What follows belongs to an exercise in optimizing a design on an open flow for a short achievable clock period and few clock cycles; a production flow would make more cautious choices. RTL that was checked went through simulation tests only; none was proved equivalent to the original. No activity file was given, so power comes from the tool's default toggle rates.

// riscv_core
module riscv_core (
    input  clock,
    input  reset,
    output [31:0] bus_address,
    input  [31:0] bus_read_data,
    output [31:0] bus_write_data,
    output [3:0]  bus_byte_enable,
    output        bus_read_enable,
    output        bus_write_enable,
    input  [31:0] inst,
    output [31:0] pc
);
Size in the first run: about 8,500 cells after synthesis, roughly 170 I/O pins, ~130,000 µm² of cells after synthesis.
clock: 9.0 ns
lec_check: 0
abc_clock_period_in_ps: 2500
cap_margin: 20
core_margin: 2
core_utilization: 40
setup_slack_margin: 5
slew_margin: 20
standard.sh (not shown) runs the stock make flow with config.mk's settings and CLKGATE_MAP_FILE= SYNTH_SCRIPT=/design/flow/synth_recipe.tcl, a recipe that flattens the netlist after the stock synthesis.
==> flow/flow/run.sh <==
#!/bin/bash
# Standard layout, with timing repair aimed well below the 9 ns clock.
set -euo pipefail
bash standard.sh SETUP_SLACK_MARGIN=6.5 finish > standard_flow.log 2>&1
The first run passed the timing, design-rule and antenna checks.
Change:
==> flow/run.sh (new file) <==
#!/bin/bash
# synth_recipe.tcl (not shown) runs the flow's synth.tcl, then flattens the netlist and writes it again
# the make line also repeats each setting of config.mk as NAME=value (left out here)
make -C /OpenROAD-flow-scripts/flow DESIGN_CONFIG=/design/flow/config.mk WORK_HOME=/design/flow/orfs CLKGATE_MAP_FILE= SYNTH_SCRIPT=/design/flow/synth_recipe.tcl finish
removed: flow/flow/run.sh
removed: flow/standard.sh
=> The new run completed with no timing, DRC or antenna violations. Sequential share of layout area increases by 4.4 points. Non-clock buffer count decreases by 522. Total power came out lower by 9.6%. Critical path depth is lower by 5. Core utilization came out lower by 3.9 points. Sequential power barely changes. Via count fell by 7.3%.
Function was not checked in any run of this note: the RTL went through the layout flow alone.

Another version of the RTL of riscv_core (not shown whole).
Size in the first run: roughly 170 I/O pins, about 170000 um2 of cells after synthesis.
export LEC_CHECK = 0
export ABC_CLOCK_PERIOD_IN_PS = 2500
export CAP_MARGIN = 40
export CORE_MARGIN = 2
export CORE_UTILIZATION = 40
export PLACE_DENSITY = 0.45
export SETUP_SLACK_MARGIN = 5
export SLEW_MARGIN = 40
create_clock -name core_clock -period 9.0 [get_ports {clock}]
==> flow/flow/run.sh <==
#!/bin/bash
# Standard layout, with timing repair aimed well below the 9 ns clock.
set -euo pipefail
bash standard.sh SETUP_SLACK_MARGIN=6.5 finish > standard_flow.log 2>&1
The first run ran to the end with no violations.
Testbench counts at the start, summed over its fixed seeds: cycles 116,679.
==> next run, changes <==
==> flow/flow/run.sh (replaced) <==
#!/bin/bash
# Standard layout, with timing repair aimed well below the 9 ns clock.
set -euo pipefail
bash standard.sh SETUP_SLACK_MARGIN=5.0 finish > standard_flow.log 2>&1
PLACE_DENSITY = 0.5   (was 0.45)
- flip-flop and latch count does not change
- via count falls by 8.7%
- design area falls by 14%
- worst setup slack got worse by 370 ps
- critical path depth falls by 9
- total power falls by 14%
- routed wire length falls by 16%
- combinational power falls by 39%
- utilization falls by 7.8 points
- die area stays the same
==> next run, changes <==
==> flow/flow/run.sh (replaced) <==
#!/bin/bash
# Standard layout, with timing repair aimed well below the 9 ns clock.
set -euo pipefail
bash standard.sh SETUP_SLACK_MARGIN=6.5 finish > standard_flow.log 2>&1
PLACE_DENSITY = 0.55   (was 0.5)
Hold slack loses 5.9 ps.
Area after synthesis is unchanged.
Design area climbs by 15%.
Non-clock buffer count went up by 1320.
Clock skew rose by 34 ps.
Register-to-register slack is better by 390 ps.
Total power came out higher by 14%.
Setup slack improves by 390 ps.
Cell count increases by 7.0%.
Utilization grows by 7.0 points.
Wire length rises by 12%.
==> next run, changes <==
==> flow/flow/run.sh (replaced) <==
#!/bin/bash
# Standard layout, with timing repair aimed well below the 9 ns clock.
set -euo pipefail
bash standard.sh SETUP_SLACK_MARGIN=7.5 finish > standard_flow.log 2>&1
PLACE_DENSITY = 0.5   (was 0.55)
After rerunning:
- sequential share of layout area shrinks by 4.3 points
- power grows by 4.7%
- die area stays the same
- clock-buffer cell count does not change
- non-clock buffer count grows by 1029
==> next run, changes <==
==> flow/flow/run.sh (replaced) <==
#!/bin/bash
# Standard layout, with timing repair aimed well below the 9 ns clock.
set -euo pipefail
bash standard.sh SETUP_SLACK_MARGIN=6.5 finish > standard_flow.log 2>&1
CORE_UTILIZATION = 45   (was 40)
What happened: Clock-buffer cell count came out lower by 7. Via count came out lower by 7.8%. Combinational power came out lower by 12%. Final area came out lower by 9.1%. Die area came out lower by 11%. Total power came out lower by 4.8%. Global-route usage came out higher by 0.46 points. Worst hold slack is better by 3.5 ps. Setup slack is worse by 77 ps.

## v6
Another version of the RTL of riscv_core (not shown whole).
For scale: about 13000 cells after synthesis, roughly 3900 flip-flops, roughly 170 I/O pins, roughly 170000 sq um of cells after synthesis.
Settings: LEC_CHECK=0, ABC_CLOCK_PERIOD_IN_PS=2500, CAP_MARGIN=40, CORE_MARGIN=2, CORE_UTILIZATION=40, PLACE_DENSITY=0.5, SETUP_SLACK_MARGIN=5, SLEW_MARGIN=40; clock period 9.0 ns.
==> flow/flow/run.sh <==
#!/bin/bash
# Standard layout, with timing repair aimed well below the 9 ns clock.
set -euo pipefail
bash standard.sh SETUP_SLACK_MARGIN=5.5 finish > standard_flow.log 2>&1
Testbench counts of v6, summed over its fixed seeds: cycles 116,679.
The following lists how v7 was set up differently from v6:
--- a/flow/flow/run.sh
+++ b/flow/flow/run.sh
@@ -4 +4 @@
-bash standard.sh SETUP_SLACK_MARGIN=5.5 finish > standard_flow.log 2>&1
+bash standard.sh SETUP_SLACK_MARGIN=6.5 finish > standard_flow.log 2>&1
### Flow results
Final layout net count: v7 vs v6 up 932
Switching power went up by a little under 10% going from v6 to v7.
NOTE: worst hold slack across all endpoints in v7 exceeds that of v6
Against v6, routed length on met2 in v7 rose by a little under 10%.
Run comparison: v7 origin of the worst setup path idx_f[15]; v6 origin of the worst setup path oh1_d[12]
Comparing v6 and v7, the lower combinational power share is on v6.
v7 ran to completion and came out clean on the timing, design-rule and antenna checks.
When the final numbers for v6 and v7 were put side by side, the first-pass GRT wire length turned out to be smaller in v6.
Non-clock buffer count in v7 is about 70% higher than in v6

[port drivers added, routing unchanged]
The flow's constraints put no driver on any port. The routed layouts listed below were extracted and timed again, unchanged, in two steps. Step 1 (the two cells are an assumption about what drives the block):
set clk [get_ports {clock}]
set_driving_cell -lib_cell sky130_fd_sc_hd__clkbuf_16 $clk
set_driving_cell -lib_cell sky130_fd_sc_hd__buf_2 [delete_from_list [all_inputs] $clk]
Step 2 also shifts input and output timing later by t, the mid clock arrival at the registers, as if the neighbouring blocks saw the same clock. Slacks: ideal / step 1 / step 2; pairs: ideal / step 1.
run	t, ns	slack for setup (ns)	latest minus earliest clock arrival (ns)	worst register clock-pin slew, ns	worst data-port slew with drivers (ns)
the first run of note 1	1.023	4.849 / 4.849 / 4.454	0.105 / 0.106	0.07 / 0.07	0.08
the second run of note 1	1.012	4.891 / 4.891 / 4.221	0.085 / 0.085	0.07 / 0.07	0.26
the first run of note 2	1.137	5.314 / 5.314 / 4.381	0.068 / 0.069	0.07 / 0.07	0.39
the second run of note 2	1.126	4.949 / 4.923 / 3.925	0.074 / 0.075	0.07 / 0.07	0.32
the third run of note 2	1.147	5.338 / 5.328 / 4.403	0.105 / 0.105	0.07 / 0.07	0.33
the fourth run of note 2	1.158	5.299 / 5.251 / 4.546	0.103 / 0.103	0.07 / 0.07	0.52
the fifth run of note 2	1.151	5.222 / 5.222 / 4.543	0.051 / 0.051	0.07 / 0.07	0.26
v6	1.134	5.216 / 5.216 / 4.413	0.066 / 0.067	0.07 / 0.07	0.30
v7	1.131	5.188 / 5.188 / 4.520	0.070 / 0.071	0.07 / 0.07	0.37
After both steps every run listed still meets setup and hold. The setup slack of the second run of note 2, which loses most, moves by -0.026 ns with the drivers and by -1.024 ns with both steps.
